What follows belongs to an exercise in optimizing a design on an open flow for small area, a short achievable clock period and few clock cycles; a production flow would make more cautious choices. At most, simulation tests tie the RTL to the original design; equivalence was not proved. Only the layout flow was run in runs 1, 2, 6 and 7; the RTL was not checked for function there. Power and IR drop assume default switching activity.

--- design/flow/design.v ---
module drawing_rectangle( input  wire        clk,
                      input  wire        rst,
                      input  wire        req,
                      output wire        ack,
                      output wire        busy,
                      input  wire [15:0] r0,  
                      input  wire [15:0] r1,  
                      input  wire [15:0] r2,  
                      input  wire [15:0] r3,  
                      input  wire [15:0] r4,  
                      input  wire [15:0] r5,
                      input  wire [15:0] r6,
                      input  wire [15:0] r7,
                      output wire        de_req,
                      input  wire        de_ack,
                      output wire [17:0] de_addr,
                      output wire  [3:0] de_nbyte,
                      output wire        de_rnw,
                      output wire [31:0] de_w_data,
                      input  wire [31:0] de_r_data );
reg        pre;         
reg        run;         
reg        ack_r;       
reg        rnw;         
reg [16:0] addr;        
reg  [7:0] stride;      
reg  [7:0] cnt;         
reg  [8:0] rows;        
reg        lw;          
reg  [3:0] nb;          
wire  [9:0] x = r0[9:0];
wire  [9:0] w = r2[9:0];
wire  [7:0] c_and = r4[15:8];
wire  [7:0] c_xor = r4[7:0];
wire [11:0] ys = {3'b000, rows} + {1'b0, rows, 2'b00} + {9'd0, cnt[2:0]};
wire [16:0] start_addr = {ys, x[6:2]};
wire  [9:0] sw = (10'd644 - {8'd0, x[1:0]}) - w;
wire  [1:0] xs = x[1:0];
wire  [1:0] xe = x[1:0] + w[1:0] - 2'd1;
wire fill = (c_and == 8'd0);
wire single = (stride == 8'd160);           
wire last_word = lw;
wire last_row = (rows == 9'd1);
wire step = run & de_ack;
wire done = step & ~rnw & last_word & last_row;
wire start = req & ~pre & ~run & ~ack_r;
wire  [7:0] inc = last_word ? stride : 8'd1;
wire [16:0] addr_next = addr + {9'd0, inc};
assign ack = ack_r;
assign busy = pre | run;
assign de_req = run;
assign de_rnw = rnw;
assign de_addr = {1'b0, addr};
wire [3:0] ms = 4'b1111 << (3'd4 - {1'b0, xs});    
wire [3:0] me = 4'b1111 >> ({1'b0, xe} + 3'd1);    
assign de_nbyte = nb;
reg [31:0] wd;
always @(posedge clk) wd <= (de_r_data & {4{c_and}}) ^ {4{c_xor}};
assign de_w_data = wd;
always @(posedge clk) begin
	if (rst) begin
		pre <= 1'b0;
		run <= 1'b0;
		ack_r <= 1'b0;
	end else begin
		ack_r <= done;
		pre <= start;
		if (pre) run <= 1'b1;
		else if (done) run <= 1'b0;
	end
end
always @(posedge clk) begin
	if (start) begin
		stride <= sw[9:2];
		rows <= r1[8:0];
		cnt <= {5'd0, x[9:7]};
	end else if (pre) begin
		addr <= start_addr;
		cnt <= stride;
		rows <= r3[8:0];
		lw <= single;
		nb <= ms | (single ? me : 4'b0000);
		rnw <= ~fill;
	end else if (step) begin
		if (rnw) rnw <= 1'b0;
		else begin
			rnw <= ~fill;
			addr <= addr_next;
			if (last_word) begin
				cnt <= stride;
				rows <= rows - 9'd1;
				lw <= single;
				nb <= ms | (single ? me : 4'b0000);
			end else begin
				cnt <= cnt + 8'd1;
				lw <= (cnt == 8'd159);
				nb <= (cnt == 8'd159) ? me : 4'b0000;
			end
		end
	end
end
endmodule
--- design/flow/flow/run.sh ---
#!/bin/bash
set -e
export BUFFER_PORTS_ARGS="-buffer_cell sky130_fd_sc_hd__buf_1"
bash standard.sh finish > standard.log 2>&1
--- design/flow/standard.sh ---
#!/bin/bash
# synth_recipe.tcl (not shown) runs the flow's synth.tcl, then flattens the netlist and writes it again
# the make line also repeats each setting of config.mk as NAME=value (left out here)
make -C /OpenROAD-flow-scripts/flow DESIGN_CONFIG=/design/flow/config.mk WORK_HOME=/design/flow/orfs CLKGATE_MAP_FILE= SYNTH_SCRIPT=/design/flow/synth_recipe.tcl "${@:-finish}"
--- design/flow/config.mk ---
export PLATFORM = sky130hd
export DESIGN_NAME = drawing_rectangle
export DESIGN_NICKNAME = drawing_rectangle
export VERILOG_FILES = /design/flow/design.v
export SDC_FILE = /design/flow/constraint.sdc
export NUM_CORES = 4
export LEC_CHECK = 0
export CAP_MARGIN = 20
export CORE_MARGIN = 2
export CORE_UTILIZATION = 40
export SETUP_SLACK_MARGIN = 3.2
export SLEW_MARGIN = 20
--- design/flow/constraint.sdc ---
create_clock -name core_clock -period 5.5 [get_ports {clk}]
set_input_delay 1.1000 -clock core_clock [delete_from_list [all_inputs] [get_ports {clk}]]
set_output_delay 1.1000 -clock core_clock [all_outputs]
set_load 0.01 [all_outputs]
==> flow_metrics.py, run 1 <==
metrics = {
    "synthesis": {
        "synth-xor-area-share": 0.102,
        "synthArstFlopShare": 0,
        "synth_top_area_cell": "edfxtp_1",
        "synth_compound_area_frac": 0.148,
        "syn_area_mm2": 0.00497,
        "synth_fa_ha_area_frac": 0.112,
        "ys_warn_count": 1,
        "synth_fp_nets": 719,
        "synth_top_family_by_area": "simple AND/OR/NAND/NOR gates",
        "syn-mean-instance-area_um2": 9.68,
        "synth_top_area_share": 0.260,
        "synth-simple-area-share": 0.164,
        "synthTopCellsByArea": "edfxtp_1 (26%), dfxtp_1 (16%), ha_1 (9.6%), xnor2_1 (7.9%), nand2_1 (4.8%)",
        "ys.flop_type": "edfxtp_1",
        "post-synth-top-count-cell": "nand2_1",
        "synth_edf_count": 43,
        "synth_cells": 513,
        "synth_cell_types": 67,
        "synth_seq_area_share": 0.421,
        "synth.area.mux_share": 0.0126,
        "synth-seq-cells": 83,
        "synthTopCellsByCount": "nand2_1 (64), xnor2_1 (45), edfxtp_1 (43), dfxtp_1 (40), ha_1 (38)",
    },
    "sta": {
        "fin_hold_ws_ns": 0.546,
        "final_hold_viol_count": 0,
        "max_freq_ghz": 0.389,
        "worst_pin_slew_ns": 0.796,
        "timing.final.crit_period_ns": 2.57,
        "fin_worst_skew_ns": 0.00933,
        "slew_headroom": 0.468,
        "fin_crit_sh": 0.467,
        "finalSetupViolations": 0,
        "grt_setup_unrepaired": "yes",
        "maxSlewViolCount": 0,
        "finalSetupTns_ns": 0,
    },
    "cells_and_area": {
        "num_antenna_cells": 0,
        "area_delta_synth_final_pct": 31.2,
        "drive_gt1_frac": 0.160,
        "fin_cells": 854,
        "final_util": 0.540,
        "fin_nets": 887,
    },
    "pwr": {
        "clkPwrFrac": 0.281,
        "switching_share": 0.329,
        "power_density_mw_per_mm2": 312,
        "power_frac_seq": 0.390,
        "p_comb_frac": 0.329,
        "p_switching_mw": 0.668,
        "ir_worst_vdd_mv": 0.153,
        "total_leakage_power_nw": 2.53,
        "p_int_mw": 1.36,
    },
    "route": {
        "drtIter0Drc": 165,
        "post_drt_wl_per_cell_um": 14.5,
        "final_antenna_net_count": 0,
        "post-route-drc-count": 0,
        "dr.pass1.iters": 6,
        "dr_total_vias": 4403,
        "wirelength_mm": 12.4,
        "routed_via_density": 5.16,
    },
    "worst_setup_path": {
        "worst-path-buf-inv": 2,
        "critPathLaunchType": "flop",
        "path_depth": 9,
        "critical_path.max_stage_delay_ns": 0.55,
        "critPathTopFamily": "adder cells",
        "critPathCapture": "addr[14]",
        "rrSetupSlack_ns": 2.93,
        "path_class": "flop to flop",
        "rr_startpoint": "rows[2]",
        "crit_arrival_ns": 2.64,
        "startpoint": "rows[2]",
        "crit_chain": "inv_2 > fa_1 > inv_2 > fa_2 > a21o_1 > a221o_1 > nand2_1 > xor2_1 > o211ai_1",
        "r2r_end": "addr[14]",
        "critPathSlowestCell": "fa_1",
        "crit_path_end_kind": "flop",
        "cpMostUsedCell": "inv_2",
        "rr_worst_depth": 9,
        "critPathMaxFanout": 2,
        "worstPathRequired_ns": 5.57,
    },
    "placement": {
        "hpwl_mm": 9.18,
        "dp_cells": 806,
        "io_buffers": 146,
        "place.gp.congestion": 0.830,
    },
    "floorplanning": {
        "die_x_um": 115,
        "core_mm2": 0.0121,
        "die_area_mm2": 0.0133,
        "pin_count": 222,
        "row_count": 40,
        "initial_utilization": 0.412,
        "die_y_um": 115,
    },
    "clock_tree": {
        "clkLatencyLatePin_ns": 0.35,
        "htree_num_levels": 3,
        "cts-root-buf": "clkbuf_16",
        "cts_tree": "built",
        "clockBufferDepth": 2,
        "cts_made_buffers": 9,
        "cts_sinks": 83,
        "postCtsHoldBufs": 0,
        "clkTransAtPathRegs_ns": 0.07,
    },
    "global_routing": {
        "antenna_found_initial": 0,
        "grt-ovfl-total": 0,
        "grt.total_usage": 0.186,
        "grt_max_degree": 41,
        "first_global_vias": 4294,
        "grt_pass1_wl_mm": 19.7,
    },
    "min_path": {
        "min-delay-start": "cnt[4]",
        "hp-class": "flop to flop",
    },
    "status": {
        "status": "complete, no violations",
    },
    "job": {
        "drv_cap": 0,
    },
}
metrics by stage:
stage	power [mW]	setup WS, ns	area, µm²
2_1_floorplan	1.21	2.76	5090
3_3_place_gp	1.35	2.47	5750
3_5_place_dp	1.36	2.46	5750
4_1_cts	2.00	2.90	6310
5_1_grt	2.16	2.84	6520
6_report	2.03	2.93	6520
cell families (layout without fill, tap and decap cells):
kind of cell               Yosys count  in the layout
xor gates and xnor gates            58             58
buffers and inverters               47            220
adders and majority gates           42             42
and+or+nand+nor                    166            166
other                                1              1
AOI/OAI and AO/OA                  110            110
muxes                                6              6
DFF                                 83             83
layer usage:
layer | global-route usage | vias to the layer above | wire length (µm)
li1 | - | 2161 | -
met1 | 0.219 | 2084 | 5220
met2 | 0.325 | 144 | 6220
met3 | 0.0565 | 14 | 807
met4 | 0.0618 | 0 | 173
met5 | 0 | - | 0
state kept, by name, indices dropped and copies added, names as in the netlist, 4 cells and up:
register and cells:
stride 8, rows 9, addr 17, cnt 8, wd 32, nb 4
timing repair:
| action | CTS | global route |
|---|---|---|
| endpoints found under the setup margin | 33 | 18 |
| pin swaps | 25 | 22 |
| resized for setup | 29 | 27 |
| gates cloned | 1 | 0 |
| setup buffers | 22 | 9 |
layout by cell type (no fill, tap or decap), drive strengths merged, types with 6 or more instances in the layout:
cell type  Yosys  routed
edfxtp        43      43
xor2          13      13
nor3           6       6
nor2          36      36
nand2         64      64
dfxtp         40      40
nand3          9       9
a21oi         25      25
a21o           9       9
o211ai        11      11
ha            38      38
o21ai         28      28
clkbuf        15       9
buf            7     178
xnor2         45      45
and2           8       8
nand4          6       6
inv           24      26
final cells by class:
cell class,count,area [µm²]
multi-input combinational,383,2960
timing repair buffer,178,860
timing repair inverter,1,7.51
fill,1124,5550
clock inverter,7,51.3
clock buffer,9,225
tap,168,210
sequential,83,2090
inverter,25,105
how the worst min path moves through the flow:
stage / endpoint / slack [ns] / cells past startpoint
6_report: cnt[4] / 0.55 / 2
5_1_grt: run / 0.59 / 2
4_1_cts: cnt[4] / 0.54 / 2
3_5_place_dp: cnt[4] / 0.53 / 2
3_3_place_gp: cnt[4] / 0.51 / 2
2_1_floorplan: cnt[4] / 0.49 / 2
worst reg2reg max path, stage by stage, from the launching register on:
cell,delay (ns)
edfxtp_1,0.39
inv_2,0.05
fa_1,0.55
inv_2,0.06
fa_2,0.35
a21o_1,0.21
a221o_1,0.32
nand2_1,0.09
xor2_1,0.18
o211ai_1,0.10
power by group through the flow:
stage,Combinational (mW),Clock [mW],Sequential (mW)
2_1_floorplan,0.398,0,0.811
3_3_place_gp,0.541,0,0.805
3_5_place_dp,0.554,0,0.808
4_1_cts,0.620,0.588,0.793
5_1_grt,0.749,0.608,0.801
6_report,0.668,0.572,0.793
==> run 2: changes to the inputs <==
--- a/design/flow/design.v
+++ b/design/flow/design.v
@@ -23,7 +23,6 @@
 reg        ack_r;       
 reg        rnw;         
 reg [16:0] addr;        
-reg  [7:0] stride;      
 reg  [7:0] cnt;         
 reg  [8:0] rows;        
 reg        lw;          
@@ -35,16 +34,17 @@
 wire [11:0] ys = {3'b000, rows} + {1'b0, rows, 2'b00} + {9'd0, cnt[2:0]};
 wire [16:0] start_addr = {ys, x[6:2]};
 wire  [9:0] sw = (10'd644 - {8'd0, x[1:0]}) - w;
+wire  [7:0] stride = sw[9:2];
 wire  [1:0] xs = x[1:0];
 wire  [1:0] xe = x[1:0] + w[1:0] - 2'd1;
 wire fill = (c_and == 8'd0);
-wire single = (stride == 8'd160);           
+wire single = (cnt == 8'd160);              
 wire last_word = lw;
 wire last_row = (rows == 9'd1);
 wire step = run & de_ack;
 wire done = step & ~rnw & last_word & last_row;
 wire start = req & ~pre & ~run & ~ack_r;
-wire  [7:0] inc = last_word ? stride : 8'd1;
+wire  [7:0] inc = last_word ? cnt : 8'd1;
 wire [16:0] addr_next = addr + {9'd0, inc};
 assign ack = ack_r;
 assign busy = pre | run;
@@ -54,9 +54,7 @@
 wire [3:0] ms = 4'b1111 << (3'd4 - {1'b0, xs});    
 wire [3:0] me = 4'b1111 >> ({1'b0, xe} + 3'd1);    
 assign de_nbyte = nb;
-reg [31:0] wd;
-always @(posedge clk) wd <= (de_r_data & {4{c_and}}) ^ {4{c_xor}};
-assign de_w_data = wd;
+assign de_w_data = (de_r_data & {4{c_and}}) ^ {4{c_xor}};
 always @(posedge clk) begin
 	if (rst) begin
 		pre <= 1'b0;
@@ -71,15 +69,14 @@
 end
 always @(posedge clk) begin
 	if (start) begin
-		stride <= sw[9:2];
 		rows <= r1[8:0];
 		cnt <= {5'd0, x[9:7]};
 	end else if (pre) begin
 		addr <= start_addr;
 		cnt <= stride;
 		rows <= r3[8:0];
-		lw <= single;
-		nb <= ms | (single ? me : 4'b0000);
+		lw <= (stride == 8'd160);
+		nb <= ms | ((stride == 8'd160) ? me : 4'b0000);
 		rnw <= ~fill;
 	end else if (step) begin
 		if (rnw) rnw <= 1'b0;
@@ -87,12 +84,11 @@
 			rnw <= ~fill;
 			addr <= addr_next;
 			if (last_word) begin
-				cnt <= stride;
 				rows <= rows - 9'd1;
 				lw <= single;
 				nb <= ms | (single ? me : 4'b0000);
 			end else begin
-				cnt <= cnt + 8'd1;
+				cnt <= (cnt == 8'd159) ? stride : cnt + 8'd1;
 				lw <= (cnt == 8'd159);
 				nb <= (cnt == 8'd159) ? me : 4'b0000;
 			end
--- a/design/flow/config.mk
+++ b/design/flow/config.mk
@@ -8,5 +8,5 @@
 export CAP_MARGIN = 20
 export CORE_MARGIN = 2
 export CORE_UTILIZATION = 40
-export SETUP_SLACK_MARGIN = 3.2
+export SETUP_SLACK_MARGIN = 2.6
 export SLEW_MARGIN = 20
==> flow_metrics.py, run 2 <==
metrics = {
    "status": {
        "status": "complete, no violations",
    },
    "clock_tree": {
        "clkTransAtPathRegs_ns": 0.08,
        "cts_made_buffers": 5,
        "clockBufferDepth": 2,
        "cts-root-buf": "clkbuf_8",
        "postCtsHoldBufs": 0,
        "cts_sinks": 43,
        "clkLatencyLatePin_ns": 0.30,
        "cts_tree": "built",
        "htree_num_levels": 2,
    },
    "floorplanning": {
        "die_y_um": 105,
        "die_x_um": 105,
        "core_mm2": 0.00986,
        "pin_count": 222,
        "row_count": 36,
        "die_area_mm2": 0.0111,
        "initial_utilization": 0.415,
    },
    "route": {
        "post_drt_wl_per_cell_um": 13.6,
        "wirelength_mm": 10.4,
        "routed_via_density": 5.08,
        "dr.pass1.iters": 4,
        "dr_total_vias": 3870,
        "final_antenna_net_count": 0,
        "drtIter0Drc": 242,
        "post-route-drc-count": 0,
    },
    "global_routing": {
        "antenna_found_initial": 0,
        "grt_max_degree": 59,
        "first_global_vias": 3778,
        "grt-ovfl-total": 0,
        "grt.total_usage": 0.187,
        "grt_pass1_wl_mm": 17.1,
    },
    "min_path": {
        "hp-class": "flop to flop",
        "min-delay-start": "pre",
        "holdPathStages": 2,
        "min_to": "run",
    },
    "synthesis": {
        "ys.flop_type": "edfxtp_1",
        "post-synth-top-count-cell": "nand2_1",
        "synthTopCellsByCount": "nand2_1 (66), xnor2_1 (49), ha_1 (39), a21oi_1 (35), edfxtp_1 (35)",
        "synth_seq_area_share": 0.296,
        "synth_top_area_cell": "edfxtp_1",
        "ys_warn_count": 1,
        "synth-seq-cells": 43,
        "syn_area_mm2": 0.00409,
        "synth_fp_nets": 687,
        "synthArstFlopShare": 0,
        "synth_edf_count": 35,
        "synthTopCellsByArea": "edfxtp_1 (26%), ha_1 (12%), xnor2_1 (10%), nand2_1 (6.1%), a21oi_1 (4.3%)",
        "synth_cell_types": 53,
        "syn-mean-instance-area_um2": 8.52,
        "synth_cells": 480,
        "synth_top_area_share": 0.257,
    },
    "cells_and_area": {
        "largest_reg_flops": 17,
        "largest_register": "addr",
        "num_antenna_cells": 0,
        "fin_cells": 762,
        "fin_nets": 835,
        "layout_commonest_cell": "buf_1",
        "drive_gt1_frac": 0.0890,
        "final_util": 0.518,
        "final_cell_mix": "buf_1 (139), nand2_1 (66), xnor2_1 (47)",
        "area_delta_synth_final_pct": 24.9,
        "finalInstanceArea_mm2": 0.00511,
        "top_regs": "addr x17, rows x9, cnt x8",
    },
    "pwr": {
        "total_leakage_power_nw": 1.94,
        "power_density_mw_per_mm2": 242,
        "ir_worst_vdd_mv": 0.109,
        "p_total_mw": 1.24,
    },
    "worst_setup_path": {
        "r2r_end": "addr[15]",
        "crit_arrival_ns": 3.31,
        "rrSetupSlack_ns": 2.80,
        "crit_path_end_kind": "flop",
        "rr_worst_depth": 8,
        "path_class": "primary input to flop",
        "rr_startpoint": "rows[2]",
        "worstPathRequired_ns": 5.64,
        "critPathLaunchType": "primary input",
        "critPathMaxFanout": 4,
    },
    "job": {
        "drv_cap": 0,
    },
    "placement": {
        "dp_cells": 741,
        "io_buffers": 146,
        "placed_area_mm2": 0.00479,
        "hpwl_mm": 7.98,
        "place.gp.congestion": 0.899,
    },
    "sta": {
        "maxSlewViolCount": 0,
        "fin_crit_sh": 0.577,
        "timing.final.crit_period_ns": 3.17,
        "fin_worst_skew_ns": 0.00834,
        "final_hold_viol_count": 0,
        "finalSetupTns_ns": 0,
        "worst_pin_slew_ns": 1.01,
        "finalSetupViolations": 0,
        "max_freq_ghz": 0.315,
        "slew_headroom": 0.323,
        "grt_setup_unrepaired": "yes",
    },
}
==> run 2: cell count changes in the layout (fill, tap and decap cells not counted), moves of 8 or more <==
cell and change:
dfxtp_1 -33, a21oi_1 +14, o21ai_1 +14, o21ai_0 -10
buf_6 -9, clkbuf_16 -9, edfxtp_1 -8, inv_1 +8
nor2_1 -8, nor3_1 +8, o211ai_1 -8
==> run 2: worst max-delay path by stage <==
stage | from | endpoint | depth (start not counted)
2_1_floorplan | r2[1] | nb[2] | 9
3_3_place_gp | r0[0] | nb[2] | 11
3_5_place_dp | r0[0] | nb[2] | 11
4_1_cts | r2[0] | nb[2] | 11
5_1_grt | r2[0] | nb[2] | 11
6_report | r0[1] | nb[2] | 10
==> run 2: cells by family (layout without fill, tap and decap cells) <==
group	Yosys count	count (layout)	synth area share
mux	7	7	0.0177
other cells	1	1	0.000917
simple gates	163	163	0.191
xor+xnor	67	67	0.143
buf+inv	47	196	0.0440
flops	43	43	0.296
compound gates	109	109	0.168
fa+ha+maj	43	43	0.139
==> run 2: routing by layer <==
metal  vias up  global-route usage  share of wire
li1       1984                   -              -
met1      1773               0.235           0.44
met2       105               0.334           0.51
met3         8              0.0243          0.038
met4         0              0.0495          0.013
met5         -                   0              0
==> run 2: area by class of cell <==
type                    instances  area (µm²)
clock buffers                   7        76.3
clock inverters                 1        30.0
fillers                      1002        4760
inverters                      27         104
multi-input cells             390        2830
flip-flops and latches         43        1210
well taps                     133         166
repair buffers                161         688
==> run 2: what timing repair did <==
action | in CTS | in global routing
gates resized for setup | 18 | 9
setup buffers | 5 | 8
endpoints found under the setup margin | 4 | 16
endpoints found under the hold margin | 0 | 0
pin swaps | 11 | 10
==> run 2: stage by stage <==
stage	setup slack [ns]	hold slack [ns]
2_1_floorplan	2.23	0.458
3_3_place_gp	1.86	0.483
3_5_place_dp	1.82	0.494
4_1_cts	2.23	0.516
5_1_grt	2.23	0.552
6_report	2.33	0.515
==> run 2: worst max-delay path, cell delays in order <==
cell	delay [ns]
buf_6	0.10
ha_4	0.27
nor2b_4	0.04
fa_2	0.36
a211oi_4	0.33
or3b_4	0.20
a31oi_4	0.08
xnor2_2	0.16
o41a_1	0.46
o31ai_2	0.20
==> run 2: where the power goes <==
group	total (mW)	switching (mW)	internal (mW)
sequential	0.445	0.0423	0.403
clock	0.250	0.114	0.136
combinational	0.541	0.294	0.247
==> run 3: changes to the inputs <==
--- a/design/flow/design.v
+++ b/design/flow/design.v
@@ -31,7 +31,7 @@
 wire  [9:0] w = r2[9:0];
 wire  [7:0] c_and = r4[15:8];
 wire  [7:0] c_xor = r4[7:0];
-wire [11:0] ys = {3'b000, rows} + {1'b0, rows, 2'b00} + {9'd0, cnt[2:0]};
+wire [11:0] ys = {3'b000, rows} + {1'b0, rows, 2'b00} + {9'd0, nb[2:0]};
 wire [16:0] start_addr = {ys, x[6:2]};
 wire  [9:0] sw = (10'd644 - {8'd0, x[1:0]}) - w;
 wire  [7:0] stride = sw[9:2];
@@ -70,13 +70,13 @@
 always @(posedge clk) begin
 	if (start) begin
 		rows <= r1[8:0];
-		cnt <= {5'd0, x[9:7]};
+		nb <= {1'b0, x[9:7]};
+		cnt <= stride;
 	end else if (pre) begin
 		addr <= start_addr;
-		cnt <= stride;
 		rows <= r3[8:0];
-		lw <= (stride == 8'd160);
-		nb <= ms | ((stride == 8'd160) ? me : 4'b0000);
+		lw <= single;
+		nb <= ms | (single ? me : 4'b0000);
 		rnw <= ~fill;
 	end else if (step) begin
 		if (rnw) rnw <= 1'b0;
--- a/design/flow/config.mk
+++ b/design/flow/config.mk
@@ -8,5 +8,5 @@
 export CAP_MARGIN = 20
 export CORE_MARGIN = 2
 export CORE_UTILIZATION = 40
-export SETUP_SLACK_MARGIN = 2.6
+export SETUP_SLACK_MARGIN = 2.8
 export SLEW_MARGIN = 20
==> flow_metrics.py, run 3 <==
metrics = {
    "floorplanning": {
        "row_count": 37,
        "die_area_mm2": 0.0113,
        "die_y_um": 107,
        "pin_count": 222,
        "die_x_um": 107,
        "initial_utilization": 0.409,
        "core_mm2": 0.0103,
    },
    "worst_setup_path": {
        "critPathSlowestCell": "buf_2",
        "worst-path-buf-inv": 2,
        "path_class": "primary input to output pin",
        "critPathLaunchType": "primary input",
        "crit_chain": "buf_2 > xnor2_1 > buf_1",
        "worstPathRequired_ns": 4.40,
        "crit_arrival_ns": 1.59,
        "critPathTopFamily": "buffers and inverters",
        "crit_path_end_kind": "output pin",
        "critPathMaxFanout": 4,
        "critical_path.max_stage_delay_ns": 0.19,
    },
    "cells_and_area": {
        "fin_cells": 765,
        "fin_nets": 835,
        "largest_reg_flops": 17,
        "largest_register": "addr",
        "area_delta_synth_final_pct": 28.1,
        "multi_input_area_mm2": 0.00295,
        "finalInstanceArea_mm2": 0.00538,
        "drive_gt1_frac": 0.203,
        "top_regs": "addr x17, rows x9, cnt x8",
        "layout_commonest_cell": "buf_1",
        "final_cell_mix": "buf_1 (96), nand2_1 (58), xnor2_1 (39), edfxtp_1 (39), ha_1 (36)",
        "ff_latch_area_mm2": 0.00125,
        "num_antenna_cells": 0,
        "fillers": 983,
        "final_util": 0.524,
    },
    "global_routing": {
        "grt_max_degree": 42,
        "first_global_vias": 3825,
        "grt.total_usage": 0.197,
        "antenna_found_initial": 0,
        "grt_pass1_wl_mm": 17.9,
        "grt-ovfl-total": 0,
    },
    "route": {
        "dr_total_vias": 3930,
        "drtIter0Drc": 172,
        "final_antenna_net_count": 0,
        "dr.pass1.iters": 4,
        "post-route-drc-count": 0,
        "post_drt_wl_per_cell_um": 15.1,
        "routed_via_density": 5.14,
        "wirelength_mm": 11.5,
    },
    "clock_tree": {
        "cts-root-buf": "clkbuf_8",
        "clkTransAtPathRegs_ns": 0.08,
        "cts_sinks": 43,
        "clkLatencyLatePin_ns": 0.31,
        "htree_num_levels": 2,
        "postCtsHoldBufs": 0,
        "cts_tree": "built",
        "cts_made_buffers": 5,
        "clockBufferDepth": 2,
    },
    "synthesis": {
        "ys_warn_count": 1,
        "synth_fp_nets": 686,
        "synth_top_area_share": 0.279,
        "synth_top_area_cell": "edfxtp_1",
        "syn_area_mm2": 0.00420,
        "synthArstFlopShare": 0,
        "synthTopCellsByCount": "nand2_1 (74), xnor2_1 (49), edfxtp_1 (39), ha_1 (39), o21ai_0 (31)",
        "synthTopCellsByArea": "edfxtp_1 (28%), ha_1 (12%), xnor2_1 (10%), nand2_1 (6.6%), xor2_1 (3.8%)",
        "syn-mean-instance-area_um2": 8.77,
        "synth_seq_area_share": 0.298,
        "post-synth-top-count-cell": "nand2_1",
        "synth_cell_types": 60,
        "synth-seq-cells": 43,
        "ys.flop_type": "edfxtp_1",
        "synth_cells": 479,
        "synth_edf_count": 39,
    },
    "sta": {
        "finalSetupTns_ns": 0,
        "maxSlewViolCount": 0,
        "max_freq_ghz": 0.371,
        "fin_worst_skew_ns": 0.00476,
        "worst_slack_ns": 2.81,
        "fin_crit_sh": 0.490,
        "final_hold_viol_count": 0,
        "finalSetupViolations": 0,
        "worst_pin_slew_ns": 0.718,
        "grt_setup_unrepaired": "yes",
        "slew_headroom": 0.521,
        "timing.final.crit_period_ns": 2.69,
    },
    "pwr": {
        "ir_worst_vdd_mv": 0.110,
        "p_comb_frac": 0.455,
        "clkPwrFrac": 0.198,
        "power_density_mw_per_mm2": 248,
        "power_frac_seq": 0.347,
        "p_int_mw": 0.835,
        "switching_share": 0.375,
        "total_leakage_power_nw": 2.21,
        "p_switching_mw": 0.500,
    },
    "placement": {
        "dp_cells": 744,
        "placed_area_mm2": 0.00488,
        "io_buffers": 146,
        "pre_cts_slack_ns": 2.42,
        "hpwl_mm": 8.95,
        "place.gp.congestion": 0.856,
    },
    "job": {
        "drv_cap": 0,
    },
    "min_path": {
        "hp-class": "flop to flop",
    },
    "status": {
        "status": "complete, no violations",
    },
}
[run 3: power groups by stage]
stage	clock, mW	combinational (mW)	sequential, mW
floorplan	0	0.399	0.465
global placement	0	0.533	0.473
detailed placement	0	0.541	0.474
CTS	0.266	0.576	0.463
global route	0.281	0.680	0.469
finish	0.264	0.608	0.463
[run 3: final cells by class]
| class | count | area share |
|---|---|---|
| multi-input combinational | 390 | 0.549 |
| sequential | 43 | 0.232 |
| timing repair buffer | 162 | 0.147 |
| tap | 136 | 0.0316 |
| inverter | 26 | 0.0188 |
| clock buffer | 6 | 0.0153 |
| clock inverter | 2 | 0.00651 |
[run 3: kinds of logic after synthesis]
logic type | count (synthesis) | synth area share
AND/OR/NAND/NOR | 161 | 0.185
AO/OA/AOI/OAI | 108 | 0.171
other | 1 | 0.000892
multiplexers | 10 | 0.0247
flip-flops | 43 | 0.298
buffers and inverters | 46 | 0.0461
XOR/XNOR | 67 | 0.140
adder cells (fa/ha/maj) | 43 | 0.135
[run 3: path summary, 6_finish.rpt]
kind / start / end / slack (ns) / cells after the start
worst max-delay path: r4[4] / de_w_data[4] / 2.81 / 3
worst max register to register: rows[0] / addr[14] / 2.84 / 9
worst min-delay path: nb[3] / nb[3] / 0.51 / 2
worst min register to register: nb[3] / nb[3] / 0.51 / 2
[run 3: worst register-to-register path: cells and delay by family, from the launching register on]
family | cells | cell delay [ns]
flip-flops | 1 | 0.38
AO/OA/AOI/OAI | 5 | 1.03
buffers and inverters | 2 | 0.14
adder cells (fa/ha/maj) | 2 | 0.87
[run 3: stage by stage]
step | hold slack, ns | total power [mW]
floorplan | 0.494 | 0.864
global placement | 0.482 | 1.01
detailed placement | 0.499 | 1.02
CTS | 0.507 | 1.31
global route | 0.539 | 1.43
finish | 0.506 | 1.33
[run 3: repair_timing]
action / 4_1_cts / 5_1_grt
buffers inserted: 9 / 4
resized for setup: 47 / 67
endpoints found under the setup margin: 37 / 47
pin swaps: 9 / 21
[run 3: routing by layer]
metal / share of wire / up-vias / GRT usage
li1: - / 2000 / -
met1: 0.44 / 1792 / 0.242
met2: 0.51 / 125 / 0.357
met3: 0.042 / 13 / 0.0288
met4: 0.015 / 0 / 0.0529
met5: 0 / - / 0
Testbench counts of run 3, summed over its fixed seeds: cycles 1,857,174.
==> run 4: changes to the inputs <==
--- a/design/flow/config.mk
+++ b/design/flow/config.mk
@@ -8,5 +8,5 @@
 export CAP_MARGIN = 20
 export CORE_MARGIN = 2
 export CORE_UTILIZATION = 40
-export SETUP_SLACK_MARGIN = 2.8
+export SETUP_SLACK_MARGIN = 2.7
 export SLEW_MARGIN = 20
==> flow_metrics.py, run 4 <==
metrics = {
    "status": {
        "status": "complete, no violations",
    },
    "route": {
        "final_antenna_net_count": 0,
        "post-route-drc-count": 0,
        "wirelength_mm": 11.0,
        "dr_total_vias": 3882,
        "dr_wl_met3_um": 689,
        "wl_met2_mm": 5.45,
        "top_layer": "met4",
        "drtIter0Drc": 141,
        "dr.pass1.iters": 5,
        "routed_via_density": 5.13,
        "post_drt_wl_per_cell_um": 14.6,
        "wl_met1_mm": 4.79,
    },
    "cells_and_area": {
        "fillers": 1026,
        "ff_latch_area_mm2": 0.00125,
        "multi_input_area_mm2": 0.00284,
        "largest_reg_flops": 17,
        "largest_register": "addr",
        "finalInstanceArea_mm2": 0.00511,
        "final_cell_mix": "buf_1 (123), nand2_1 (73), xnor2_1 (46), edfxtp_1 (39), ha_1 (37)",
        "fin_nets": 826,
        "top_regs": "addr x17, rows x9, cnt x8",
        "area_delta_synth_final_pct": 21.7,
        "drive_gt1_frac": 0.105,
        "layout_commonest_cell": "buf_1",
    },
    "worst_setup_path": {
        "critical_path.max_stage_delay_ns": 0.53,
        "critPathMaxFanout": 2,
        "cpMostUsedCell": "inv_1",
        "crit_arrival_ns": 2.82,
        "crit_path_end_kind": "flop",
        "path_class": "flop to flop",
        "critPathSlowestCell": "fa_1",
        "worstPathRequired_ns": 5.55,
        "crit_chain": "inv_1 > fa_1 > inv_1 > fa_2 > a21oi_2 > o21ai_1 > a2111o_1 > a211o_1 > o221a_1",
        "rr_worst_depth": 9,
        "critPathLaunchType": "flop",
    },
    "placement": {
        "hpwl_mm": 8.92,
        "placed_area_mm2": 0.00485,
        "pre_cts_slack_ns": 2.37,
        "place.gp.congestion": 0.896,
        "io_buffers": 146,
    },
    "min_path": {
        "hp-class": "flop to flop",
        "holdPathStages": 2,
    },
    "synthesis": {
        "synthTopCellsByCount": "nand2_1 (74), xnor2_1 (49), edfxtp_1 (39), ha_1 (39), o21ai_0 (31)",
        "synth_top_family_by_area": "simple AND/OR/NAND/NOR gates",
        "synth_compound_area_frac": 0.171,
        "post-synth-top-count-cell": "nand2_1",
        "synth_top_area_share": 0.279,
        "syn_area_mm2": 0.00420,
        "synth_seq_area_share": 0.298,
        "syn-mean-instance-area_um2": 8.77,
        "synth_edf_count": 39,
        "synth_fp_nets": 686,
        "synth-seq-cells": 43,
        "synth-simple-area-share": 0.185,
        "synth-xor-area-share": 0.140,
        "synth_top_area_cell": "edfxtp_1",
        "synth_cell_types": 60,
        "ys_warn_count": 1,
        "ys.flop_type": "edfxtp_1",
        "synth_fa_ha_area_frac": 0.135,
        "synth_cells": 479,
        "synth.area.mux_share": 0.0247,
        "synthTopCellsByArea": "edfxtp_1 (28%), ha_1 (12%), xnor2_1 (10%), nand2_1 (6.6%), xor2_1 (3.8%)",
        "synthArstFlopShare": 0,
    },
    "clock_tree": {
        "cts_sinks": 43,
        "htree_num_levels": 2,
        "clkTransAtPathRegs_ns": 0.08,
        "clkLatencyLatePin_ns": 0.30,
        "cts_tree": "built",
        "clockBufferDepth": 2,
        "cts_made_buffers": 5,
        "cts-root-buf": "clkbuf_8",
        "postCtsHoldBufs": 0,
    },
    "sta": {
        "timing.final.crit_period_ns": 2.77,
        "finalSetupViolations": 0,
        "maxSlewViolCount": 0,
        "final_hold_viol_count": 0,
        "max_freq_ghz": 0.362,
        "grt_setup_unrepaired": "yes",
        "worst_slack_ns": 2.73,
        "fin_worst_skew_ns": 0.00887,
        "finalSetupTns_ns": 0,
        "slew_headroom": 0.483,
        "worst_pin_slew_ns": 0.775,
        "fin_crit_sh": 0.503,
    },
    "pwr": {
        "total_leakage_power_nw": 2.04,
        "power_density_mw_per_mm2": 253,
        "ir_worst_vdd_mv": 0.117,
    },
    "floorplanning": {
        "die_area_mm2": 0.0113,
        "die_y_um": 107,
        "initial_utilization": 0.409,
        "core_mm2": 0.0103,
        "pin_count": 222,
        "row_count": 37,
        "die_x_um": 107,
    },
    "global_routing": {
        "grt.total_usage": 0.196,
        "antenna_found_initial": 1,
        "grt_max_degree": 42,
        "grt-ovfl-total": 0,
        "first_global_vias": 3798,
        "grt_pass1_wl_mm": 17.7,
    },
    "job": {
        "drv_cap": 0,
    },
}
[run 4: logic make-up (layout without fill, tap and decap cells)]
kind of cell    after synthesis  count (layout)
mux                          10              10
xor+xnor                     67              67
compound gates              108             108
flops                        43              43
fa+ha+maj                    43              43
simple gates                161             161
buf+inv                      46             187
other cells                   1               2
[run 4: per-layer routing]
| metal | vias up | GRT usage |
|---|---|---|
| li1 | 1986 | - |
| met1 | 1756 | 0.235 |
| met2 | 131 | 0.360 |
| met3 | 9 | 0.0380 |
| met4 | 0 | 0.0455 |
| met5 | - | 0 |
[run 4: cell type report]
class | instances | share of cell area
antenna | 1 | 0.000489
inverter | 26 | 0.0191
clock inverter | 2 | 0.00685
multi-input combinational | 390 | 0.556
clock buffer | 6 | 0.0161
tap | 136 | 0.0333
sequential | 43 | 0.245
timing repair buffer | 153 | 0.124
[run 4: timing repair]
action	4_1_cts	5_1_grt
pin swaps	0	8
endpoints found under the hold margin	0	0
setup endpoints to repair	26	19
resized for setup	20	19
buffers inserted	3	1
[run 4: worst max-delay path: cells and delay by family (launching register included)]
| kind | cells | cell delay [ns] |
|---|---|---|
| compound gates | 5 | 1.08 |
| fa+ha+maj | 2 | 0.94 |
| flops | 1 | 0.36 |
| buf+inv | 2 | 0.13 |
[run 4: power by group]
group / internal (mW) / total [mW] / switching [mW] / leakage (nW)
Clock: 0.147 / 0.264 / 0.117 / 0.0612
Combinational: 0.242 / 0.566 / 0.323 / 1.57
Sequential: 0.416 / 0.463 / 0.0469 / 0.406
[run 4: worst paths after layout]
path               from       end  slack (ns)
setup / recovery  nb[2]  addr[14]        2.73
hold / removal    nb[3]     nb[3]        0.50
setup reg to reg  nb[2]  addr[14]        2.73
hold reg to reg   nb[3]     nb[3]        0.50
[run 4: per-stage QoR]
stage / total power, mW / util / hold slack [ns] / std cells
5_1_grt: 1.39 / 0.498 / 0.538 / 757
3_5_place_dp: 1.01 / 0.472 / 0.495 / 744
6_report: 1.29 / 0.498 / 0.498 / 757
3_3_place_gp: 0.999 / 0.472 / 0.482 / 744
4_1_cts: 1.29 / 0.491 / 0.507 / 755
2_1_floorplan: 0.859 / - / 0.494 / 479
==> run 5: changes to the inputs <==
--- a/design/flow/config.mk
+++ b/design/flow/config.mk
@@ -8,5 +8,5 @@
 export CAP_MARGIN = 20
 export CORE_MARGIN = 2
 export CORE_UTILIZATION = 40
-export SETUP_SLACK_MARGIN = 2.7
+export SETUP_SLACK_MARGIN = 2.6
 export SLEW_MARGIN = 20
==> flow_metrics.py, run 5 <==
metrics = {
    "sta": {
        "fin_hold_ws_ns": 0.491,
        "timing.final.crit_period_ns": 2.82,
        "grt_setup_unrepaired": "yes",
        "maxSlewViolCount": 0,
        "slew_headroom": 0.468,
        "fin_crit_sh": 0.513,
        "final_hold_viol_count": 0,
        "worst_pin_slew_ns": 0.797,
        "finalSetupViolations": 0,
        "fin_worst_skew_ns": 0.0107,
        "finalSetupTns_ns": 0,
        "max_freq_ghz": 0.354,
    },
    "route": {
        "dr.pass1.iters": 4,
        "post_drt_wl_per_cell_um": 14.4,
        "post-route-drc-count": 0,
        "final_antenna_net_count": 0,
        "dr_total_vias": 3872,
        "drtIter0Drc": 143,
        "wirelength_mm": 10.9,
        "routed_via_density": 5.13,
    },
    "cells_and_area": {
        "largest_reg_flops": 17,
        "finalInstanceArea_mm2": 0.00499,
        "drive_gt1_frac": 0.0533,
        "final_util": 0.486,
        "num_antenna_cells": 0,
        "fin_nets": 825,
        "largest_register": "addr",
        "layout_commonest_cell": "buf_1",
        "top_regs": "addr x17, rows x9, cnt x8",
        "area_delta_synth_final_pct": 18.8,
        "final_cell_mix": "buf_1 (143), nand2_1 (74), xnor2_1 (49), ha_1 (39), edfxtp_1 (39)",
    },
    "floorplanning": {
        "die_area_mm2": 0.0113,
        "die_x_um": 107,
        "pin_count": 222,
        "core_mm2": 0.0103,
        "die_y_um": 107,
        "row_count": 37,
        "initial_utilization": 0.409,
    },
    "placement": {
        "placed_area_mm2": 0.00485,
        "io_buffers": 146,
        "hpwl_mm": 8.87,
        "place.gp.congestion": 0.851,
    },
    "pwr": {
        "power_frac_seq": 0.369,
        "ir_worst_vdd_mv": 0.110,
        "switching_share": 0.378,
        "p_comb_frac": 0.436,
        "clkPwrFrac": 0.195,
        "total_leakage_power_nw": 1.94,
        "power_density_mw_per_mm2": 252,
        "p_int_mw": 0.782,
        "p_switching_mw": 0.476,
    },
    "synthesis": {
        "syn-mean-instance-area_um2": 8.77,
        "ys_warn_count": 1,
        "synthTopCellsByCount": "nand2_1 (74), xnor2_1 (49), edfxtp_1 (39), ha_1 (39), o21ai_0 (31)",
        "synth_edf_count": 39,
        "syn_area_mm2": 0.00420,
        "synth_cells": 479,
        "synth_fp_nets": 686,
        "synth_top_area_cell": "edfxtp_1",
        "synthTopCellsByArea": "edfxtp_1 (28%), ha_1 (12%), xnor2_1 (10%), nand2_1 (6.6%), xor2_1 (3.8%)",
        "synth_top_area_share": 0.279,
        "synth_seq_area_share": 0.298,
        "synthArstFlopShare": 0,
        "synth-seq-cells": 43,
        "synth_cell_types": 60,
        "ys.flop_type": "edfxtp_1",
        "post-synth-top-count-cell": "nand2_1",
    },
    "global_routing": {
        "grt.total_usage": 0.190,
        "grt_pass1_wl_mm": 17.2,
        "antenna_found_initial": 0,
        "grt-ovfl-total": 0,
        "first_global_vias": 3669,
        "grt_max_degree": 42,
    },
    "worst_setup_path": {
        "crit_path_end_kind": "output pin",
        "crit_chain": "buf_1 > nand2_1 > xnor2_1 > buf_1",
        "critPathMaxFanout": 5,
        "critPathTopFamily": "buffers and inverters",
        "worstPathRequired_ns": 4.40,
        "path_class": "primary input to output pin",
        "critPathSlowestCell": "buf_1",
        "crit_arrival_ns": 1.72,
        "critPathLaunchType": "primary input",
        "cpMostUsedCell": "buf_1",
        "critical_path.max_stage_delay_ns": 0.19,
        "worst-path-buf-inv": 2,
    },
    "clock_tree": {
        "clkLatencyLatePin_ns": 0.30,
        "postCtsHoldBufs": 0,
        "clkTransAtPathRegs_ns": 0.08,
        "cts_sinks": 43,
        "cts_tree": "built",
        "clockBufferDepth": 2,
        "htree_num_levels": 2,
        "cts-root-buf": "clkbuf_8",
        "cts_made_buffers": 5,
    },
    "status": {
        "status": "complete, no violations",
    },
    "job": {
        "drv_cap": 0,
    },
    "min_path": {
        "hp-class": "flop to flop",
    },
}
## run 5: cell counts after synthesis
Identical to the previous run, type by type.
## run 5: cell type report
cell class | count | area, µm²
timing repair buffer | 152 | 597
fill | 1084 | 5280
clock buffer | 5 | 68.8
clock inverter | 3 | 38.8
sequential | 43 | 1250
multi-input combinational | 390 | 2770
tap | 136 | 170
inverter | 26 | 97.6
## run 5: worst reg2reg max path: cells and delay by family, from the launching register on
family	cells	cell delay, ns
adder cells (fa/ha/maj)	2	0.94
AO/OA/AOI/OAI	5	1.07
buffers and inverters	2	0.14
flip-flops	1	0.36
## run 5: power by group through the flow
stage          registers (mW)  clock network (mW)  logic, mW
3_3_place_gp            0.473                   0      0.527
3_5_place_dp            0.474                   0      0.536
6_report                0.464               0.245      0.549
4_1_cts                 0.464               0.252      0.546
2_1_floorplan           0.465                   0      0.393
5_1_grt                 0.470               0.266      0.621
## run 5: per-layer routing
metal / wire length (µm) / share of wire / GRT usage / vias up
met5: 0 / 0 / 0 / -
met4: 131 / 0.012 / 0.0445 / 0
met3: 631 / 0.058 / 0.0368 / 11
met2: 5280 / 0.49 / 0.342 / 134
met1: 4820 / 0.44 / 0.235 / 1746
li1: - / - / - / 1981
## run 5: repair_timing
item,in CTS,in global routing
gates resized for setup,0,6
setup endpoints to repair,2,11
setup buffers,2,1
pin swaps,0,5
## run 5: worst paths after layout
kind | startpoint | endpoint | slack (ns) | cells after the start
worst max-delay path | r4[12] | de_w_data[12] | 2.68 | 4
worst min-delay path | nb[3] | nb[3] | 0.49 | 2
worst max register to register | nb[2] | addr[14] | 2.75 | 9
worst min register to register | nb[3] | nb[3] | 0.49 | 2
## run 5: metrics by stage
stage	std cells	power [mW]	setup WS (ns)
after floorplan	479	0.859	2.62
after global placement	744	0.999	2.32
after detailed placement	744	1.01	2.28
after CTS	754	1.26	2.61
after global routing	755	1.36	2.60
final	755	1.26	2.68
## run 5: cells by family (layout without fill, tap and decap cells)
| logic type | after synthesis | after routing | share of synthesized area |
|---|---|---|---|
| simple gates | 161 | 161 | 0.185 |
| other cells | 1 | 1 | 0.000892 |
| mux | 10 | 10 | 0.0247 |
| xor+xnor | 67 | 67 | 0.140 |
| fa+ha+maj | 43 | 43 | 0.135 |
| compound gates | 108 | 108 | 0.171 |
| flops | 43 | 43 | 0.298 |
| buf+inv | 46 | 186 | 0.0461 |
==> run 6: changes to the inputs <==
--- a/design/flow/design.v
+++ b/design/flow/design.v
@@ -31,8 +31,6 @@
 wire  [9:0] w = r2[9:0];
 wire  [7:0] c_and = r4[15:8];
 wire  [7:0] c_xor = r4[7:0];
-wire [11:0] ys = {3'b000, rows} + {1'b0, rows, 2'b00} + {9'd0, nb[2:0]};
-wire [16:0] start_addr = {ys, x[6:2]};
 wire  [9:0] sw = (10'd644 - {8'd0, x[1:0]}) - w;
 wire  [7:0] stride = sw[9:2];
 wire  [1:0] xs = x[1:0];
@@ -44,8 +42,10 @@
 wire step = run & de_ack;
 wire done = step & ~rnw & last_word & last_row;
 wire start = req & ~pre & ~run & ~ack_r;
-wire  [7:0] inc = last_word ? cnt : 8'd1;
-wire [16:0] addr_next = addr + {9'd0, inc};
+wire hi = (rows[8:4] != 5'd0);
+wire lo = (rows[3:0] != 4'd0);
+wire  [7:0] inc = pre ? (hi ? 8'd0 : 8'd160) : (last_word ? cnt : 8'd1);
+wire [16:0] addr_next = addr + {5'd0, (pre & hi) ? 4'd10 : 4'd0, inc};
 assign ack = ack_r;
 assign busy = pre | run;
 assign de_req = run;
@@ -62,22 +62,30 @@
 		ack_r <= 1'b0;
 	end else begin
 		ack_r <= done;
-		pre <= start;
-		if (pre) run <= 1'b1;
+		if (start) pre <= 1'b1;
+		else if (~hi & ~lo) pre <= 1'b0;
+		if (pre & ~hi & ~lo) run <= 1'b1;
 		else if (done) run <= 1'b0;
 	end
 end
 always @(posedge clk) begin
 	if (start) begin
+		addr <= {9'd0, x[9:2]};
 		rows <= r1[8:0];
-		nb <= {1'b0, x[9:7]};
 		cnt <= stride;
 	end else if (pre) begin
-		addr <= start_addr;
-		rows <= r3[8:0];
-		lw <= single;
-		nb <= ms | (single ? me : 4'b0000);
-		rnw <= ~fill;
+		if (hi) begin
+			addr <= addr_next;
+			rows[8:4] <= rows[8:4] - 5'd1;
+		end else if (lo) begin
+			addr <= addr_next;
+			rows <= rows - 9'd1;
+		end else begin
+			rows <= r3[8:0];
+			lw <= single;
+			nb <= ms | (single ? me : 4'b0000);
+			rnw <= ~fill;
+		end
 	end else if (step) begin
 		if (rnw) rnw <= 1'b0;
 		else begin
==> flow_metrics.py, run 6 <==
metrics = {
    "status": {
        "status": "complete, no violations",
    },
    "cells_and_area": {
        "multi_input_area_mm2": 0.00270,
        "largest_reg_flops": 17,
        "fin_nets": 799,
        "final_cell_mix": "buf_1 (139), nand2_1 (70), xnor2_1 (42), edfxtp_1 (31), a21oi_1 (29)",
        "finalInstanceArea_mm2": 0.00489,
        "fin_cells": 740,
        "layout_commonest_cell": "buf_1",
        "drive_gt1_frac": 0.111,
        "ff_latch_area_mm2": 0.00117,
        "fillers": 965,
        "final_util": 0.507,
        "largest_register": "addr",
        "top_regs": "addr x17, rows x9, cnt x8",
        "area_delta_synth_final_pct": 25.2,
    },
    "placement": {
        "dp_cells": 723,
        "hpwl_mm": 8.60,
        "place.gp.congestion": 0.838,
        "pre_cts_slack_ns": 2.20,
        "io_buffers": 146,
        "placed_area_mm2": 0.00454,
    },
    "synthesis": {
        "synth_top_area_share": 0.238,
        "synth_edf_count": 31,
        "syn_area_mm2": 0.00390,
        "synth_cell_types": 67,
        "synthTopCellsByArea": "edfxtp_1 (24%), xnor2_1 (10%), ha_1 (9.0%), nand2_1 (6.8%), dfxtp_1 (6.2%)",
        "synth_seq_area_share": 0.300,
        "ys.flop_type": "edfxtp_1",
        "synth_top_area_cell": "edfxtp_1",
        "syn-mean-instance-area_um2": 8.45,
        "synthTopCellsByCount": "nand2_1 (71), xnor2_1 (45), edfxtp_1 (31), a21oi_1 (30), nor2_1 (29)",
        "ys_warn_count": 1,
        "synthArstFlopShare": 0,
        "synth-seq-cells": 43,
        "synth_cells": 462,
        "post-synth-top-count-cell": "nand2_1",
        "synth_fp_nets": 656,
    },
    "global_routing": {
        "grt.total_usage": 0.217,
        "antenna_found_initial": 0,
        "grt_pass1_wl_mm": 18.2,
        "grt_max_degree": 33,
        "grt-ovfl-total": 0,
        "first_global_vias": 3845,
    },
    "worst_setup_path": {
        "path_depth": 10,
        "startpoint": "rows[4]",
        "critPathSlowestCell": "or4b_4",
        "worstPathRequired_ns": 5.70,
        "rr_worst_depth": 10,
        "r2r_end": "addr[12]",
        "critPathLaunchType": "flop",
        "crit_chain": "inv_2 > ha_2 > or4b_4 > o21ai_4 > ha_1 > a21o_1 > a311o_1 > a21oi_2 > nor3_1 > mux2i_1",
        "crit_path_end_kind": "flop",
        "critPathTopFamily": "compound AO/OA/AOI/OAI gates",
        "critPathMaxFanout": 4,
        "critical_path.max_stage_delay_ns": 0.52,
        "rr_startpoint": "rows[4]",
        "worst-path-buf-inv": 1,
        "rrSetupSlack_ns": 2.64,
        "critPathCapture": "addr[12]",
        "path_class": "flop to flop",
        "crit_arrival_ns": 3.06,
    },
    "sta": {
        "finalSetupViolations": 0,
        "max_freq_ghz": 0.350,
        "timing.final.crit_period_ns": 2.86,
        "fin_hold_ws_ns": 0.468,
        "worst_pin_slew_ns": 0.953,
        "grt_setup_unrepaired": "no",
        "worst_slack_ns": 2.64,
        "slew_headroom": 0.365,
        "maxSlewViolCount": 0,
        "final_hold_viol_count": 0,
        "fin_crit_sh": 0.520,
        "fin_worst_skew_ns": 0.00763,
        "finalSetupTns_ns": 0,
    },
    "floorplanning": {
        "die_area_mm2": 0.0106,
        "row_count": 36,
        "initial_utilization": 0.405,
        "die_x_um": 103,
        "pin_count": 222,
        "die_y_um": 103,
        "core_mm2": 0.00964,
    },
    "route": {
        "wl_met2_mm": 5.37,
        "dr.pass1.iters": 4,
        "dr_wl_met3_um": 707,
        "drtIter0Drc": 165,
        "dr_total_vias": 3868,
        "post-route-drc-count": 0,
        "routed_via_density": 5.23,
        "top_layer": "met4",
        "final_antenna_net_count": 0,
        "wl_met1_mm": 4.79,
        "wirelength_mm": 11.0,
        "post_drt_wl_per_cell_um": 14.9,
    },
    "clock_tree": {
        "htree_num_levels": 2,
        "postCtsHoldBufs": 0,
        "clockBufferDepth": 2,
        "clkLatencyLatePin_ns": 0.31,
        "cts_tree": "built",
        "clkTransAtPathRegs_ns": 0.09,
        "cts_made_buffers": 5,
        "cts_sinks": 43,
        "cts-root-buf": "clkbuf_8",
    },
    "pwr": {
        "ir_worst_vdd_mv": 0.106,
        "total_leakage_power_nw": 1.78,
        "p_total_mw": 1.18,
        "power_density_mw_per_mm2": 242,
    },
    "job": {
        "drv_cap": 0,
    },
    "min_path": {
        "hp-class": "flop to flop",
    },
}
run 6: changes by cell type after synthesis, moves of 9 or more:
cell,before,now
o21ai_0,31,16
ha_1,39,28
xor2_1,18,7
a21oi_1,21,30
run 6: what timing repair did:
item	CTS	global route
setup buffers	6	2
setup endpoints to repair	11	19
cloned	0	0
pin swaps	5	11
gates resized for setup	16	24
run 6: metal layers:
metal,vias to the layer above,track usage
met5,-,0
met4,0,0.0455
met3,9,0.0400
met2,139,0.383
met1,1779,0.278
li1,1941,-
run 6: how the worst min path moves through the flow:
stage | slack (ns) | depth (start not counted) | endpoint | start
after floorplan | 0.48 | 1 | addr[16] | addr[16]
after global placement | 0.45 | 1 | addr[16] | addr[16]
after detailed placement | 0.46 | 1 | addr[16] | addr[16]
after CTS | 0.47 | 1 | addr[16] | addr[16]
after global routing | 0.53 | 1 | addr[16] | addr[16]
final | 0.47 | 1 | addr[16] | addr[16]
run 6: layout make-up:
cell class                 count  area share
multi-input combinational    374       0.553
inverter                      23      0.0177
timing repair buffer         158       0.132
tap                          133      0.0340
clock buffer                   5      0.0141
sequential                    43       0.240
clock inverter                 3     0.00896
antenna                        1    0.000512
run 6: logic make-up after synthesis:
kind of cell,count (synthesis),share of synthesized area
compound gates,115,0.195
flops,43,0.300
other cells,1,0.000961
simple gates,169,0.218
mux,7,0.0179
fa+ha+maj,30,0.100
xor+xnor,52,0.117
buf+inv,45,0.0510
run 6: where the power goes:
part / switching, mW / internal, mW / leakage (nW)
combinational: 0.272 / 0.205 / 1.33
clock: 0.124 / 0.136 / 0.0581
sequential: 0.0481 / 0.399 / 0.392
==> run 7: changes to the inputs <==
--- a/design/flow/config.mk
+++ b/design/flow/config.mk
@@ -8,5 +8,5 @@
 export CAP_MARGIN = 20
 export CORE_MARGIN = 2
 export CORE_UTILIZATION = 40
-export SETUP_SLACK_MARGIN = 2.6
+export SETUP_SLACK_MARGIN = 2.8
 export SLEW_MARGIN = 20
==> flow_metrics.py, run 7 <==
metrics = {
    "global_routing": {
        "antenna_found_initial": 1,
        "first_global_vias": 3779,
        "grt_pass1_wl_mm": 18.0,
        "grt-ovfl-total": 0,
        "grt.total_usage": 0.215,
        "grt_max_degree": 33,
    },
    "clock_tree": {
        "cts_made_buffers": 5,
        "cts_sinks": 43,
        "cts_tree": "built",
        "clockBufferDepth": 2,
        "cts-root-buf": "clkbuf_8",
        "htree_num_levels": 2,
        "clkTransAtPathRegs_ns": 0.10,
        "postCtsHoldBufs": 0,
        "clkLatencyLatePin_ns": 0.31,
    },
    "sta": {
        "fin_worst_skew_ns": 0.0120,
        "finalSetupTns_ns": 0,
        "fin_hold_ws_ns": 0.473,
        "final_hold_viol_count": 0,
        "max_freq_ghz": 0.365,
        "fin_crit_sh": 0.499,
        "timing.final.crit_period_ns": 2.74,
        "maxSlewViolCount": 0,
        "worst_pin_slew_ns": 1.06,
        "grt_setup_unrepaired": "yes",
        "slew_headroom": 0.287,
        "finalSetupViolations": 0,
    },
    "worst_setup_path": {
        "worstPathRequired_ns": 5.55,
        "critical_path.max_stage_delay_ns": 0.36,
        "crit_arrival_ns": 2.79,
        "critPathSlowestCell": "fa_2",
        "critPathMaxFanout": 4,
        "critPathLaunchType": "primary input",
        "crit_chain": "buf_6 > ha_4 > nor2b_4 > fa_2 > a211oi_4 > buf_4 > o21bai_1 > a211oi_1 > o21a_1 > a21oi_1",
        "rrSetupSlack_ns": 2.79,
        "rr_worst_depth": 11,
        "crit_path_end_kind": "flop",
        "path_class": "primary input to flop",
    },
    "synthesis": {
        "synth.area.mux_share": 0.0179,
        "ys_warn_count": 1,
        "synthTopCellsByArea": "edfxtp_1 (24%), xnor2_1 (10%), ha_1 (9.0%), nand2_1 (6.8%), dfxtp_1 (6.2%)",
        "synth_top_area_cell": "edfxtp_1",
        "synthTopCellsByCount": "nand2_1 (71), xnor2_1 (45), edfxtp_1 (31), a21oi_1 (30), nor2_1 (29)",
        "synth_fa_ha_area_frac": 0.100,
        "syn-mean-instance-area_um2": 8.45,
        "synth_top_area_share": 0.238,
        "synth_fp_nets": 656,
        "synth-xor-area-share": 0.117,
        "synth_edf_count": 31,
        "ys.flop_type": "edfxtp_1",
        "syn_area_mm2": 0.00390,
        "post-synth-top-count-cell": "nand2_1",
        "synth-simple-area-share": 0.218,
        "synth_cells": 462,
        "synth_compound_area_frac": 0.195,
        "synth-seq-cells": 43,
        "synth_seq_area_share": 0.300,
        "synthArstFlopShare": 0,
        "synth_top_family_by_area": "simple AND/OR/NAND/NOR gates",
        "synth_cell_types": 67,
    },
    "route": {
        "post-route-drc-count": 0,
        "final_antenna_net_count": 0,
        "routed_via_density": 5.29,
        "drtIter0Drc": 142,
        "dr.pass1.iters": 4,
        "wirelength_mm": 11.4,
        "post_drt_wl_per_cell_um": 15.3,
        "dr_total_vias": 3922,
    },
    "pwr": {
        "ir_worst_vdd_mv": 0.105,
        "power_density_mw_per_mm2": 234,
        "total_leakage_power_nw": 1.97,
    },
    "cells_and_area": {
        "fin_nets": 801,
        "layout_commonest_cell": "buf_1",
        "fin_cells": 742,
        "largest_reg_flops": 17,
        "top_regs": "addr x17, rows x9, cnt x8",
        "largest_register": "addr",
        "drive_gt1_frac": 0.242,
        "area_delta_synth_final_pct": 32.9,
        "final_cell_mix": "buf_1 (94), nand2_1 (56), xnor2_1 (37), buf_2 (33), edfxtp_1 (31)",
        "finalInstanceArea_mm2": 0.00519,
        "final_util": 0.538,
    },
    "placement": {
        "io_buffers": 146,
        "dp_cells": 722,
        "place.gp.congestion": 0.883,
        "hpwl_mm": 8.73,
        "placed_area_mm2": 0.00460,
    },
    "floorplanning": {
        "die_area_mm2": 0.0106,
        "core_mm2": 0.00964,
        "pin_count": 222,
        "die_x_um": 103,
        "row_count": 36,
        "die_y_um": 103,
        "initial_utilization": 0.405,
    },
    "job": {
        "drv_cap": 0,
    },
    "min_path": {
        "hp-class": "flop to flop",
        "holdPathStages": 1,
    },
    "status": {
        "status": "complete, no violations",
    },
}
-- run 7: cell counts after synthesis --
Identical to the previous run, type by type.
-- run 7: cell type report --
class,count,area [µm²]
Fill cell,945,4450
Multi-Input combinational cell,374,2870
Sequential cell,43,1170
Timing Repair Buffer,160,778
Tap cell,133,166
Clock buffer,7,108
Inverter,23,86.3
Clock inverter,1,5.00
Antenna cell,1,2.50
-- run 7: repair_timing --
action | in CTS | in global routing
gates resized for setup | 74 | 65
pin swaps | 17 | 21
setup endpoints to repair | 50 | 41
buffers inserted | 10 | 1
-- run 7: path summary, 6_finish.rpt --
check / start / to
worst max-delay path: r0[1] / cnt[5]
worst min-delay path: addr[16] / addr[16]
worst max register to register: rows[5] / addr[13]
worst min register to register: addr[16] / addr[16]
-- run 7: kinds of logic (layout without fill, tap and decap cells) --
kind of cell / after synthesis / in the layout
and+or+nand+nor: 169 / 169
AOI/OAI and AO/OA: 115 / 115
xor gates and xnor gates: 52 / 52
buffers and inverters: 45 / 191
DFF: 43 / 43
adders and majority gates: 30 / 30
muxes: 7 / 7
other: 1 / 2
-- run 7: critical path, delay by kind of cell --
family,cells,cell delay [ns]
AO/OA/AOI/OAI,5,0.75
adder cells (fa/ha/maj),2,0.64
buffers and inverters,2,0.26
AND/OR/NAND/NOR,1,0.04
-- run 7: report_power, final --
group / switching (mW) / internal (mW)
registers: 0.0494 / 0.399
clock network: 0.121 / 0.129
logic: 0.284 / 0.231
total: 0.454 / 0.760
-- run 7: per-layer routing --
metal / GRT usage / wire length (µm) / up-vias
met5: 0 / 0 / -
met4: 0.0506 / 107 / 0
met3: 0.0380 / 732 / 8
met2: 0.392 / 5760 / 143
met1: 0.265 / 4750 / 1838
li1: - / - / 1933
-- run 7: metrics by stage --
| step | setup slack [ns] | power [mW] |
|---|---|---|
| 6_report | 2.76 | 1.21 |
| 3_3_place_gp | 2.27 | 0.893 |
| 5_1_grt | 2.68 | 1.30 |
| 4_1_cts | 2.79 | 1.20 |
| 3_5_place_dp | 2.25 | 0.903 |
| 2_1_floorplan | 2.67 | 0.773 |

==> port drivers added, routing unchanged <==
The results above use ideal ports. As a check the final layouts listed here were re-extracted and re-timed, cells and wires unchanged.
Step 1 assumes that a clkbuf_16 drives the clock port and a buf_2 every other input.
Step 2 times the ports against the registers' clock, not the clock port: input delays grow and output delays shrink by t, the midpoint of the rising clock arrivals with the driver on.
Three values: ideal ports, drivers, drivers and shift; two values: the first two.
run | shift t [ns] | setup slack, ns | hold WS [ns] | worst register clock-pin slew, ns
run 1 | 0.378 | 2.930 / 2.930 / 2.681 | 0.546 / 0.546 / 0.546 | 0.07 / 0.07
run 2 | 0.328 | 2.327 / 2.323 / 1.995 | 0.515 / 0.515 / 0.515 | 0.09 / 0.09
run 3 | 0.334 | 2.807 / 2.764 / 2.514 | 0.506 / 0.506 / 0.506 | 0.09 / 0.09
run 4 | 0.330 | 2.734 / 2.707 / 2.437 | 0.498 / 0.498 / 0.498 | 0.09 / 0.09
run 5 | 0.328 | 2.678 / 2.643 / 2.397 | 0.491 / 0.491 / 0.491 | 0.09 / 0.09
run 6 | 0.336 | 2.642 / 2.599 / 2.382 | 0.468 / 0.468 / 0.468 | 0.09 / 0.09
run 7 | 0.337 | 2.758 / 2.744 / 2.420 | 0.473 / 0.473 / 0.473 | 0.10 / 0.10
After both steps setup and hold are still met in every run listed. For run 7, which loses most, drivers alone change the setup slack by -0.014 ns; drivers and shift together by -0.338 ns.
